This design comes from an exercise in tuning for small area on the open sky130 flow, not from production work. Function was checked by simulation only, so behaviour that the tests miss may differ from the original. Power and IR drop assume default switching activity.

## flow/run.sh

```bash
#!/bin/bash
# synth_recipe.tcl (not shown) runs the flow's synth.tcl, then flattens the netlist and writes it again
# the make line also repeats each setting of config.mk as NAME=value (left out here)
make -C /OpenROAD-flow-scripts/flow DESIGN_CONFIG=/design/flow/config.mk WORK_HOME=/design/flow/orfs CLKGATE_MAP_FILE= SYNTH_SCRIPT=/design/flow/synth_recipe.tcl finish
```

## flow/config.mk

```make
export PLATFORM = sky130hd
export DESIGN_NAME = EF_PSRAM_CTRL_AHBL
export DESIGN_NICKNAME = EF_PSRAM_CTRL_AHBL
export VERILOG_FILES = /design/flow/design.v
export SDC_FILE = /design/flow/constraint.sdc
export NUM_CORES = 4
export LEC_CHECK = 0
export CAP_MARGIN = 20
export CORE_MARGIN = 2
export CORE_UTILIZATION = 40
export SLEW_MARGIN = 20
```

## flow/constraint.sdc

```tcl
create_clock -name core_clock -period 10.0 [get_ports {HCLK}]
set_input_delay 2.0000 -clock core_clock [delete_from_list [all_inputs] [get_ports {HCLK}]]
set_output_delay 2.0000 -clock core_clock [all_outputs]
set_load 0.01 [all_outputs]
```

## flow/design.v

```verilog
`timescale              1ns/1ps
`default_nettype        none
module EF_PSRAM_CTRL (
    input   wire            clk,
    input   wire            rst_n,
    input   wire [23:0]     addr,
    input   wire [31: 0]    data_i,
    output  wire [31: 0]    data_o,
    input   wire [2:0]      size,
    input   wire            start,
    output  wire            done,
    input   wire  [3:0]     wait_states,
    input   wire  [7:0]     cmd,
    input   wire            rd_wr,
    input   wire            qspi,
    input   wire            qpi,
    input   wire            short_cmd,
    output  reg             sck,
    output  reg             ce_n,
    input   wire [3:0]      din,
    output  wire [3:0]      dout,
    output  wire [3:0]      douten
);
    localparam  IDLE = 1'b0, 
                BUSY = 1'b1;
    reg         state, nstate;
    reg [7:0]   counter;
    reg [23:0]  saddr;
    reg [7:0]   data [3:0]; 
    always @*
        case (state)
            IDLE: if(start) nstate = BUSY; else nstate = IDLE;
            BUSY: if(done) nstate = IDLE; else nstate = BUSY;
        endcase 
    always @ (posedge clk or negedge rst_n)
        if(!rst_n) state <= IDLE;
        else state <= nstate;
    always @ (posedge clk or negedge rst_n)
        if(!rst_n) 
            sck <= 1'b0;
        else if(done) 
            sck <= 1'b0;
        else if(~ce_n) 
            sck <= ~ sck;
    always @ (posedge clk or negedge rst_n)
        if(!rst_n) 
            ce_n <= 1'b1;
        else if(done)
            ce_n <= 1'b1;
        else if (state == BUSY) 
            ce_n <= 1'b0;
        else 
            ce_n <= 1'b1;
    wire [7:0]  wait_start  = (~qpi ? 8 : 2)                     
                            + ((qpi | qspi) ? 6 : 24);           
    wire [7:0]  data_start  = wait_start + (rd_wr ? wait_states : 0);
    wire [7:0]  data_count  = ((qpi | qspi) ? 2 : 8) * size;    
    wire [7:0]  final_count = short_cmd ? 8 : data_start + data_count;
    assign done     = (counter == final_count);
    always @ (posedge clk or negedge rst_n)
        if(!rst_n) 
            counter <= 8'b0;
        else if(sck & ~done) 
            counter <= counter + 1'b1;
        else if(state == IDLE) 
            counter <= 8'b0;
    wire [3:0]      dout_spi;
    wire [3:0]      dout_qspi;
    wire [3:0]      dout_qpi;
    wire [7:0]      spi_bit_index = (counter < 40)  ?   39 - (counter)  :
                                    (counter < 48)  ?   55 - (counter)  :
                                    (counter < 56)  ?   71 - (counter)  :
                                    (counter < 64)  ?   87 - (counter)  :
                                    0;
    assign dout_spi =   (counter < 8)   ?   cmd[7 - counter]            :
                        (counter < 32)  ?   addr[31 - counter]          : 
                        data_i[spi_bit_index];
    assign dout_qspi=   (counter < 8)   ?   cmd[7 - counter]            :
                        (counter == 8)  ?   addr[23:20]                 : 
                        (counter == 9)  ?   addr[19:16]                 :
                        (counter == 10) ?   addr[15:12]                 :
                        (counter == 11) ?   addr[11:8]                  :
                        (counter == 12) ?   addr[7:4]                   :
                        (counter == 13) ?   addr[3:0]                   :
                        (counter == 14) ?   data_i[7:4]                 :
                        (counter == 15) ?   data_i[3:0]                 :
                        (counter == 16) ?   data_i[15:12]               :
                        (counter == 17) ?   data_i[11:8]                :
                        (counter == 18) ?   data_i[23:20]               :
                        (counter == 19) ?   data_i[19:16]               :
                        (counter == 20) ?   data_i[31:28]               :                   
                        (counter == 21) ?   data_i[27:24]                 :
                        4'b0000;
    assign dout_qpi =   (counter == 0)  ?   cmd[7:4]                    :
                        (counter == 1)  ?   cmd[3:0]                    :
                        (counter == 2)  ?   addr[23:20]                 : 
                        (counter == 3)  ?   addr[19:16]                 :
                        (counter == 4)  ?   addr[15:12]                 :
                        (counter == 5)  ?   addr[11:8]                  :
                        (counter == 6)  ?   addr[7:4]                   :
                        (counter == 7)  ?   addr[3:0]                   :
                        (counter == 8)  ?   data_i[7:4]                 :
                        (counter == 9)  ?   data_i[3:0]                 :
                        (counter == 10) ?   data_i[15:12]               :
                        (counter == 11) ?   data_i[11:8]                :
                        (counter == 12) ?   data_i[23:20]               :
                        (counter == 13) ?   data_i[19:16]               :
                        (counter == 14) ?   data_i[31:28]               :                   
                        (counter == 15) ?   data_i[27:24]                 :
                        4'b0000;
    assign  dout    =   qpi     ?   dout_qpi    :
                        qspi    ?   dout_qspi   :
                        dout_spi;
    wire [7:0]  byte_index = (counter - data_start) >> ((qpi | qspi) ? 1 : 3);
    always @ (posedge clk)
        if(counter >= data_start && counter <= final_count)
            if(sck) 
                if(qpi | qspi) 
                    data[byte_index] <= {data[byte_index][3:0], din}; 
                else
                    data[byte_index] <= {data[byte_index][6:0], din[1]};  
    assign data_o = {data[3], data[2], data[1], data[0]};
    wire [3:0]  douten_qpi;
    wire [3:0]  douten_qspi;
    wire [3:0]  douten_spi;
    wire        has_wait_states = (wait_states != 0) & rd_wr;
    assign douten_spi   =   4'b0001;
    assign douten_qspi  =   (counter < 8)                               ?   4'b0001 :
                            (counter < 14)                              ?   4'b1111 :
                            ((counter < data_start) & has_wait_states)  ?   4'b0000 :
                            (rd_wr)                                     ?   4'b0000 :
                            4'b1111;
    assign douten_qpi   =   (counter < 2)                               ?   4'b1111 :
                            (counter < 8)                               ?   4'b1111 :
                            ((counter < data_start) & has_wait_states)  ?   4'b0000 :
                            (rd_wr)                                     ?   4'b0000 :
                            4'b1111;
    assign  douten      =   qpi     ?   douten_qpi    :
                            qspi    ?   douten_qspi   :
                            douten_spi;
endmodule
`timescale              1ns/1ps
`default_nettype        none
module EF_PSRAM_CTRL_AHBL #(parameter REGISTER_HWDATA = 1) 
(
    input   wire            HCLK,
    input   wire            HRESETn,
    input   wire            HSEL,
    input   wire [31:0]     HADDR,
    input   wire [31:0]     HWDATA,
    input   wire [1:0]      HTRANS,
    input   wire [2:0]      HSIZE,
    input   wire            HWRITE,
    input   wire            HREADY,
    output  reg             HREADYOUT,
    output  reg [31:0]      HRDATA,
    output  wire            sck,
    output  wire            ce_n,
    input   wire [3:0]      din,
    output  wire [3:0]      dout,
    output  wire [3:0]      douten     
);
    localparam  ST_IDLE = 1'b0,
                ST_WAIT = 1'b1;
    reg         state, nstate;
    reg         last_HSEL;
    reg [31:0]  last_HADDR;
    reg         last_HWRITE;
    reg [1:0]   last_HTRANS;
    reg [2:0]   last_HSIZE;
    wire [2:0]  size =  (last_HSIZE == 0) ? 1 :
                        (last_HSIZE == 1) ? 2 :
                        (last_HSIZE == 2) ? 4 : 4;
    reg data_cfg;
    wire        last_data_cfg   =   ~last_HADDR[23];
    wire        control         =   HADDR[22];
    wire        ahb_addr_phase  =   HTRANS[1] & HSEL & HREADY;
    wire        rd_wr;
    reg         rd_wr_reg;
    wire [3:0]  wait_states;
    wire [7:0]  cmd;
    wire        qspi;
    wire        qpi;
    wire        start;
    wire        done;
    reg [31:0]  data_i;
    reg [31:0]  data_i_sized;
    wire [31:0]  data_o;
    wire is_byte     = (last_HSIZE == 3'b000);
    wire is_half     = (last_HSIZE == 3'b001);
    wire is_word     = (last_HSIZE == 3'b010);
    wire byte_0      = is_byte & (last_HADDR[1:0] == 2'b00);
    wire byte_1      = is_byte & (last_HADDR[1:0] == 2'b01);
    wire byte_2      = is_byte & (last_HADDR[1:0] == 2'b10);
    wire byte_3      = is_byte & (last_HADDR[1:0] == 2'b11);
    wire half_0      = is_half & ~last_HADDR[1];
    wire half_2      = is_half & last_HADDR[1];
    always @(*) begin
        if (is_word) begin
            data_i_sized = data_i;   
        end
        else if (is_half) begin
            if (half_0) begin
                data_i_sized = data_i[15:0];   
            end
            else begin
                data_i_sized = data_i[31:16];   
            end
        end
        else begin
            if (byte_0) begin
                data_i_sized = data_i[7:0];   
            end
            else if (byte_1) begin
                data_i_sized = data_i[15:8];   
            end
            else if (byte_2) begin
                data_i_sized = data_i[23:16];   
            end
            else begin
                data_i_sized = data_i[31:24];   
            end
        end
    end
    always @(*) begin
        if (is_word) begin
            HRDATA = data_o;   
        end
        else if (is_half) begin
            if (half_0) begin
                HRDATA = data_o[15:0];   
            end
            else begin
                HRDATA = {data_o[15:0], 16'b0};   
            end
        end else begin
            if (byte_0) begin
                HRDATA = data_o[7:0];   
            end
            else if (byte_1) begin
                HRDATA = {data_o[7:0], 8'b0};   
            end
            else if (byte_2) begin
                HRDATA = {data_o[7:0], 16'b0};   
            end
            else begin
                HRDATA = {data_o[7:0], 24'b0};   
            end
        end
    end
    always@ (posedge HCLK or negedge HRESETn) begin
        if (!HRESETn) begin
            last_HSEL       <= 0;
            last_HADDR      <= 0;
            last_HWRITE     <= 0;
            last_HTRANS     <= 0;
        end
        else if(HREADY) begin
            last_HSEL       <= HSEL;
            last_HADDR      <= HADDR;
            last_HWRITE     <= HWRITE;
            last_HTRANS     <= HTRANS;
        end
    end
    always@(posedge HCLK or negedge HRESETn) begin 
        if(!HRESETn) 
            last_HSIZE <= 0;
        else if (HTRANS[1] & HREADYOUT)
                last_HSIZE<=HSIZE;
    end
    reg [7:0]   RD_CMD_REG;
    reg [7:0]   WR_CMD_REG;
    reg [7:0]   EQPI_CMD_REG;
    reg [7:0]   XQPI_CMD_REG;
    reg [3:0]   WAIT_STATES_REG;
    reg [1:0]   MODE_REG;
    reg         ENTER_QPI_REG;
    reg         EXIT_QPI_REG;
    always@(posedge HCLK or negedge HRESETn)
        if(!HRESETn) begin
            RD_CMD_REG      <= 8'h03;
            WR_CMD_REG      <= 8'h02;
            EQPI_CMD_REG    <= 8'h35;
            XQPI_CMD_REG    <= 8'hF5;
            WAIT_STATES_REG <= 8'd0;
            MODE_REG        <= 2'd0;
            ENTER_QPI_REG   <= 1'b0;
            EXIT_QPI_REG    <= 1'b0;
        end
        else if(~last_data_cfg & last_HWRITE & last_HSEL & last_HTRANS[1]) begin
            if(last_HADDR[8])   RD_CMD_REG      <= HWDATA;
            if(last_HADDR[9])   WR_CMD_REG      <= HWDATA;
            if(last_HADDR[10])  EQPI_CMD_REG    <= HWDATA;
            if(last_HADDR[11])  XQPI_CMD_REG    <= HWDATA;
            if(last_HADDR[12])  WAIT_STATES_REG <= HWDATA;
            if(last_HADDR[13])  MODE_REG        <= HWDATA;
            if(last_HADDR[14])  ENTER_QPI_REG   <= HWDATA;
            if(last_HADDR[15])  EXIT_QPI_REG    <= HWDATA;
        end
    assign  wait_states = WAIT_STATES_REG;
    assign  qspi        = MODE_REG[0];
    assign  qpi         = MODE_REG[1];
    always @ (posedge HCLK or negedge HRESETn)
        if(HRESETn == 0) 
            state <= ST_IDLE;
        else 
            state <= nstate;
    always @* begin
        case(state)
            ST_IDLE :   
                if(start) 
                    nstate = ST_WAIT;
                else
                    nstate = ST_IDLE;
            ST_WAIT :   
                if((done & last_data_cfg))
                    nstate = ST_IDLE;
                else
                    nstate = ST_WAIT; 
        endcase
    end
    reg         last_ahb_addr_phase;
    always @(posedge HCLK or negedge HRESETn)
        if(!HRESETn) 
            HREADYOUT <= 1'b1;
        else
            case (state)
                ST_IDLE :   
                    if((last_ahb_addr_phase|ahb_addr_phase)) 
                        HREADYOUT <= 1'b0;
                    else 
                        HREADYOUT <= 1'b1;
                ST_WAIT :   
                    if((done & last_data_cfg))  
                        HREADYOUT <= 1'b1;
                    else 
                        HREADYOUT <= 1'b0;
            endcase
    assign  rd_wr   =   ~last_HWRITE;
    always @(posedge HCLK or negedge HRESETn)
        if(!HRESETn)
            rd_wr_reg <= 1'b0;
        else if (last_HTRANS[1])
            rd_wr_reg <= rd_wr;
    assign  cmd     =   ENTER_QPI_REG   ?   EQPI_CMD_REG    :
                        EXIT_QPI_REG    ?   XQPI_CMD_REG    :
                        rd_wr_reg           ?   RD_CMD_REG      :
                        WR_CMD_REG; 
    wire    short_cmd   =   (ENTER_QPI_REG|EXIT_QPI_REG);
    wire [23:0] mctrl_addr = {1'b0,last_HADDR[22:0]};
            always @(posedge HCLK or negedge HRESETn) begin
                if(!HRESETn)
                    last_ahb_addr_phase <= 0;
                else
                    last_ahb_addr_phase <= ahb_addr_phase;
            end
            always @(posedge HCLK)
                if(last_ahb_addr_phase)
                    data_i <= HWDATA;
            assign  start   =   ( last_ahb_addr_phase & (state == ST_IDLE ) & data_cfg );
        always@(posedge HCLK or negedge HRESETn)
        if(!HRESETn)
            data_cfg <= 0;
        else if (ahb_addr_phase)
            data_cfg <= ~HADDR[23];
    EF_PSRAM_CTRL MCTRL(
        .clk(HCLK), 
        .rst_n(HRESETn), 
	    .addr(mctrl_addr), 
        .data_i(data_i_sized),
        .data_o(data_o),
        .size(size),
        .start(start),
        .done(done), 
        .wait_states(wait_states),
        .cmd(cmd),
        .rd_wr(rd_wr_reg),
        .qspi(qspi),
        .qpi(qpi),
        .sck(sck), 
        .ce_n(ce_n), 
        .din(din), 
        .dout(dout), 
        .douten(douten),
        .short_cmd(short_cmd)
    );
endmodule
```

==> flow_summary.toml, run 1 <==
[outcome]
status = "finished clean"

[clock_tree]
cts-root-buf = "clkbuf_16"
cts_sinks = 150
cts_resized = 0
clk_pin_slew_ns = 0.07
clock_path_buffers = 2
cts_tree = "built"
hold_buffers = 0
cts_made_buffers = 17
cts_setup_buffers = 0
cts-htree-levels = 4
clock_latency_ns = 0.44

[sta]
setup-violations-final = 0
fin_setup_tns_ns = 0
relSlewSlack_pct = 30.5
max_freq_mhz = 151
slew_viol_final = 0
finalWorstSetupSlack_ns = 3.38
worst_slew_pin_slew_ns = 1.04
skew_ns = 0.0134
min_period_ns = 6.62
hold_viol_final = 0
rsz0062_at_grt = "false"
timing.final.crit_share_pct = 66.2

[floorplanning]
chipHeight_um = 165
design.core.area_um2 = 25300
fp.dieW_um = 165
rows = 58
ioPinCount = 121
start_util_pct = 40.9
die_area_um2 = 27200

[critical_path]
path_buf_inv = 5
cp_slowest_cell = "nor2_1"
crit_path_start_kind = "flop"
critPathMaxFanout = 29
slowest_delay_ns = 0.76
worst-endpoint-required_ns = 8.00
critPathCaptureType = "output pin"
timing_worst_setup_path_type = "flop to output pin"
cp_cell_sequence = "buf_4, inv_1, ha_1, buf_4, clkinv_1, nor2_1, a221oi_1, a22o_1, a31oi_1, o211ai_2, o221ai_2, clkdlybuf4s50_1"
crit_top_cell = "buf_4"
crit_family = "buffers and inverters"
arrival_ns = 4.62

[grt]
grt_use_total_pct = 26.0
grt_pass1_vias = 8711
grt_pass1_wl_mm = 52.8
antenna_found_initial = 0
grt_max_degree = 56
grt.overflow.total = 0

[worst_hold_path]
hp-class = "flop to flop"

[placed_design]
dp_hpwl_mm = 25.0
io_buffers = 111
pre_cts_slack_ns = 3.61
gp_congestion = 1.01
placed_area_um2 = 11700

[logic_synthesis]
ys_ff_latch = 150
synthSimpleGateAreaFrac_pct = 15.8
synthXorXnorAreaFrac_pct = 1.02
ys_warn_count = 2
synth_largest_area_cell = "edfxtp_1"
syn-cell-area_um2 = 10400
synth_most_common_cell = "nand2_1"
synth_edf_count = 64
synth-seq-area-share_pct = 39.5
synth_compound_area_share_pct = 21.1
synth_area_leaders = "edfxtp_1 (19%), dfrtp_1 (17%), mux2_2 (8.8%)"
synthFlopType = "dfrtp_1"
synth_async_sr_flop_share_pct = 57.3
syn_inst = 1052
muxShareOfSynthArea_pct = 13.2
avgSynthCellArea_um2 = 9.84
syn_nets = 1168
synth_top_family_by_area = "compound AO/OA/AOI/OAI gates"
synthTopCellsByCount = "nand2_1 (90), mux2_2 (81), nor2_1 (78), dfrtp_1 (71), edfxtp_1 (64)"
yosys.area_share.adder_pct = 5.05
synth_cell_types = 92
netlist.area_leader.share_pct = 18.6

[pwr]
p_switching_w = 0.00160
power_frac_comb_pct = 56.6
vdd_drop_max_uv = 161
clockPowerShare_pct = 17.1
p_leak_nw = 4.59
p_per_area_nw_per_um2 = 302
p_int_w = 0.00212
seqPwrFrac_pct = 26.3
swShare_pct = 43.0

[route]
avgRoutedWirePerCell_um = 23.5
ant_nets = 0
vias = 9199
viasPerCell = 6.24
drc = 0
first_pass_iters = 6
routed_wl_mm = 34.7
drt_iter0_markers = 1334

[layout]
drive_gt1_share_pct = 16.0
fin_util_pct = 48.5
area_growth_pct = 18.7
top_regs = "MCTRL.data: 32 flops, data_i: 32 flops, last_HADDR: 24 flops"
nNetsFinal = 1247
diodes = 0
design_area_um2 = 12300

[run]
cap_violations = 0
-- routing by layer --
layer / share of wire, % / global-route usage, % / wire [µm] / up-vias
li1: - / - / - / 4166
met1: 44 / 36.8 / 15200 / 4494
met2: 45 / 40.8 / 15700 / 469
met3: 7.7 / 3.92 / 2690 / 70
met4: 3.1 / 8.54 / 1080 / 0
met5: 0 / 0 / 0 / -
-- cell families (layout without fill, tap and decap cells) --
| kind of cell | after synthesis | count (layout) |
|---|---|---|
| adders and majority gates | 39 | 39 |
| AOI/OAI and AO/OA | 308 | 308 |
| other | 1 | 1 |
| xor gates and xnor gates | 12 | 12 |
| DFF | 150 | 150 |
| and+or+nand+nor | 324 | 324 |
| muxes | 111 | 111 |
| buffers and inverters | 107 | 199 |
-- through the flow --
step                      cells  power (W)  hold slack [ns]
after floorplan            1052    0.00248            0.427
after global placement     1442    0.00305            0.454
after detailed placement   1442    0.00306            0.464
after CTS                  1474    0.00370            0.470
after global routing       1474    0.00396            0.486
final                      1474    0.00372            0.465
-- cell type report --
type / count / area (µm²)
Fill cell: 2386 / 13000
Multi-Input combinational cell: 795 / 5820
Sequential cell: 150 / 4090
Timing Repair Buffer: 131 / 1260
Clock buffer: 18 / 429
Tap cell: 330 / 413
Clock inverter: 14 / 138
Inverter: 36 / 135
-- worst paths after layout --
kind	start	endpoint	slack (ns)	depth (start not counted)
worst min-delay path	last_HWRITE	rd_wr_reg	0.46	1
worst min register to register	last_HWRITE	rd_wr_reg	0.46	1
worst max register to register	MODE_REG[1]	MCTRL.data[3][2]	3.59	20
min in group asynchronous	HRESETn	WR_CMD_REG[5]	1.50	1
worst max-delay path	MCTRL.counter[1]	dout[0]	3.38	12
max in group asynchronous	HRESETn	MCTRL.counter[1]	7.44	2
-- layout by cell type, fill, tap and decap left out, types with 17 or more instances in the layout --
cell	instances
dfrtp_1	71
nor2_1	78
a21oi_1	58
clkbuf_16	17
nor2b_1	17
edfxtp_1	64
mux2i_1	18
inv_1	33
a22o_1	20
o21ai_0	56
nand2_1	90
o211ai_1	18
nand3_1	33
nor3_1	20
clkdlybuf4s50_1	110
ha_1	33
mux2_2	81
buf_4	21
and2_1	21
-- power groups by stage --
stage / Sequential, W / Clock [W] / Combinational (W)
final: 0.000979 / 0.000634 / 0.00210
after global routing: 0.000998 / 0.000666 / 0.00229
after CTS: 0.000977 / 0.000640 / 0.00209
after detailed placement: 0.000989 / 0 / 0.00207
after global placement: 0.000985 / 0 / 0.00206
after floorplan: 0.000918 / 0 / 0.00156
==> run 2, diff against run 1 <==
==> flow/flow/run.sh (new file) <==
#!/bin/bash
# Standard ORFS layout, with small port buffers and a CTS without dummy loads.
set -euo pipefail
export BUFFER_PORTS_ARGS="-buffer_cell sky130_fd_sc_hd__buf_1"
export CTS_ARGS="-sink_clustering_enable -repair_clock_nets -dont_use_dummy_load -buf_list sky130_fd_sc_hd__clkbuf_8"
bash standard.sh > standard_flow.log 2>&1
==> flow/standard.sh (new file) <==
#!/bin/bash
# synth_recipe.tcl (not shown) runs the flow's synth.tcl, then flattens the netlist and writes it again
# the make line also repeats each setting of config.mk as NAME=value (left out here)
make -C /OpenROAD-flow-scripts/flow DESIGN_CONFIG=/design/flow/config.mk WORK_HOME=/design/flow/orfs CLKGATE_MAP_FILE= SYNTH_SCRIPT=/design/flow/synth_recipe.tcl "${@:-finish}"
removed: flow/run.sh
==> flow_summary.toml, run 2 <==
[critical_path]
crit_top_cell = "xnor2_1"
critPathMaxFanout = 14
r2r-start = "MODE_REG[1]"
cp_slowest_cell = "nor2_1"
timing_worst_setup_path_type = "flop to flop"
slowest_delay_ns = 0.76
ff2ff_setup_slack_ns = 3.43
worst-endpoint-required_ns = 10.14
arrival_ns = 6.72
cp_cell_sequence = "nor2_1, inv_1, fa_1, inv_1, fa_1, xnor2_1, xnor2_1, xnor2_1, ha_1, a21o_1, a21oi_1, xnor2_1, nand2_1, ha_1, nand4_1, nor2_1, nor2_1, o31ai_1, nand3_1, nor3b_1, buf_4"
crit_path_start_kind = "flop"
critPathCaptureType = "flop"
reg2regPathDepth = 21
reg2reg_to = "MCTRL.data[2][4]"

[pwr]
power_w = 0.00333
p_per_area_nw_per_um2 = 296
p_leak_nw = 4.14
vdd_drop_max_uv = 174

[floorplanning]
start_util_pct = 40.9
fp.dieW_um = 165
chipHeight_um = 165
rows = 58
die_area_um2 = 27200
design.core.area_um2 = 25300
ioPinCount = 121

[grt]
grt_use_total_pct = 25.4
antenna_found_initial = 0
grt_pass1_vias = 8544
grt_pass1_wl_mm = 51.9
grt.overflow.total = 0
grt_max_degree = 58

[placed_design]
io_buffers = 111
pre_cts_slack_ns = 3.43
gp_congestion = 0.990
dp_hpwl_mm = 24.6

[logic_synthesis]
avgSynthCellArea_um2 = 9.84
synth_largest_area_cell = "edfxtp_1"
syn_inst = 1052
synth_edf_count = 64
syn-cell-area_um2 = 10400
synthFlopType = "dfrtp_1"
synth_area_leaders = "edfxtp_1 (19%), dfrtp_1 (17%), mux2_2 (8.8%)"
synth-seq-area-share_pct = 39.5
synth_most_common_cell = "nand2_1"
ys_ff_latch = 150
syn_nets = 1168
ys_warn_count = 2
synthTopCellsByCount = "nand2_1 (90), mux2_2 (81), nor2_1 (78), dfrtp_1 (71), edfxtp_1 (64)"
synth_cell_types = 92
netlist.area_leader.share_pct = 18.6
synth_async_sr_flop_share_pct = 57.3

[route]
drc = 0
ant_nets = 0
first_pass_iters = 7
viasPerCell = 6.33
drt_iter0_markers = 1357
avgRoutedWirePerCell_um = 23.5
vias = 9211
routed_wl_mm = 34.2

[outcome]
status = "finished clean"

[sta]
rsz0062_at_grt = "false"
setup-violations-final = 0
timing.final.crit_share_pct = 65.7
finalWorstSetupSlack_ns = 3.43
fin_setup_tns_ns = 0
relSlewSlack_pct = 31.9
max_freq_mhz = 152
slew_viol_final = 0
hold_viol_final = 0
skew_ns = 0.0373
worst_slew_pin_slew_ns = 1.01
min_period_ns = 6.57

[worst_hold_path]
min_from = "last_HWRITE"
hp-class = "flop to flop"
holdPathEnd = "rd_wr_reg"
holdPathStages = 1

[clock_tree]
clock_latency_ns = 0.46
clock_path_buffers = 2
cts_tree = "built"
clk_pin_slew_ns = 0.09
hold_buffers = 0
cts_sinks = 150
cts-htree-levels = 4
cts_made_buffers = 17
cts_setup_buffers = 0
cts-root-buf = "clkbuf_8"
cts_resized = 0

[layout]
final_cell_mix = "buf_1 (109), nand2_1 (90), mux2_2 (81)"
nNetsFinal = 1242
area_growth_pct = 8.51
diodes = 0
fillers = 2468
drive_gt1_share_pct = 14.9
final_common_cell = "buf_1"
top_regs = "MCTRL.data: 32 flops, data_i: 32 flops, last_HADDR: 24 flops"

[run]
cap_violations = 0
-- run 2: worst max path at each step --
| stage | from | end | slack, ns |
|---|---|---|---|
| after floorplan | rd_wr_reg | MCTRL.data[2][0] | 4.61 |
| after global placement | MODE_REG[1] | MCTRL.data[3][6] | 3.57 |
| after detailed placement | MODE_REG[1] | MCTRL.data[2][7] | 3.43 |
| after CTS | MODE_REG[1] | MCTRL.data[2][4] | 3.40 |
| after global routing | MODE_REG[1] | MCTRL.data[2][4] | 2.81 |
| final | MODE_REG[1] | MCTRL.data[2][4] | 3.43 |
-- run 2: where the power goes --
part | switching (W) | total [W] | internal [W]
registers | 0.000155 | 0.000987 | 0.000833
logic | 0.00116 | 0.00198 | 0.000817
clock network | 0.000211 | 0.000362 | 0.000150
total | 0.00153 | 0.00333 | 0.00180
-- run 2: layer usage --
| layer | vias to the layer above | part of all wire, % | global-route usage [%] |
|---|---|---|---|
| met5 | - | 0 | 0 |
| met4 | 0 | 3.7 | 10.2 |
| met3 | 76 | 8.5 | 3.87 |
| met2 | 519 | 45 | 39.2 |
| met1 | 4483 | 43 | 35.8 |
| li1 | 4133 | - | - |
-- run 2: metrics by stage --
stage	std cells	hold slack [ns]	utilization, %	cell area, µm²
after floorplan	1052	0.427	-	10400
after global placement	1437	0.455	43.4	11000
after detailed placement	1437	0.470	43.4	11000
after CTS	1454	0.474	44.3	11200
after global routing	1454	0.503	44.4	11200
final	1454	0.472	44.4	11200
-- run 2: cells by family after synthesis --
| logic type | after synthesis | share of synthesized area (%) |
|---|---|---|
| adder cells (fa/ha/maj) | 39 | 5.05 |
| AO/OA/AOI/OAI | 308 | 21.1 |
| flip-flops | 150 | 39.5 |
| other | 1 | 0.0362 |
| buffers and inverters | 107 | 4.30 |
| XOR/XNOR | 12 | 1.02 |
| AND/OR/NAND/NOR | 324 | 15.8 |
| multiplexers | 111 | 13.2 |
-- run 2: area by class of cell --
| cell class | count | area (µm²) | share of cell area, % |
|---|---|---|---|
| Multi-Input combinational cell | 795 | 5820 | 51.8 |
| Sequential cell | 150 | 4090 | 36.4 |
| Timing Repair Buffer | 126 | 534 | 4.76 |
| Tap cell | 330 | 413 | 3.68 |
| Clock buffer | 17 | 234 | 2.08 |
| Inverter | 36 | 135 | 1.20 |
-- run 2: worst max-delay path, delay by kind of cell, from the launching register on --
family	cells	cell delay (ns)
flops	1	0.62
buf+inv	3	0.65
simple gates	7	2.06
xor+xnor	4	0.80
compound gates	3	0.47
fa+ha+maj	4	1.67

[afterwards: timing with drivers on the ports]
Ports are ideal in the flow. The routed layouts listed here were re-timed in OpenROAD.
Step 1, drivers: a clkbuf_16 drives HCLK and a buf_2 each remaining input, both assumed.
Step 2 moves the port delays by t, midway between the first and last clock arrival at a register: inputs arrive t later, outputs are due t later. That takes back most of the time a late clock gives input paths.
Slacks: no drivers / after step 1 / after step 2; pairs: no drivers / after step 1.
| run | t (ns) | setup slack, ns | hold slack, ns | clock arrival spread, ns | pins driven straight from the clock port |
|---|---|---|---|---|---|
| run 1 | 0.476 | 3.375 / 3.330 / 3.585 | 0.465 / 0.465 / 0.465 | 0.017 / 0.017 | 1 |
| run 2 | 0.489 | 3.425 / 3.425 / 3.425 | 0.472 / 0.472 / 0.472 | 0.038 / 0.038 | 1 |
After both steps every run listed still meets setup and hold.
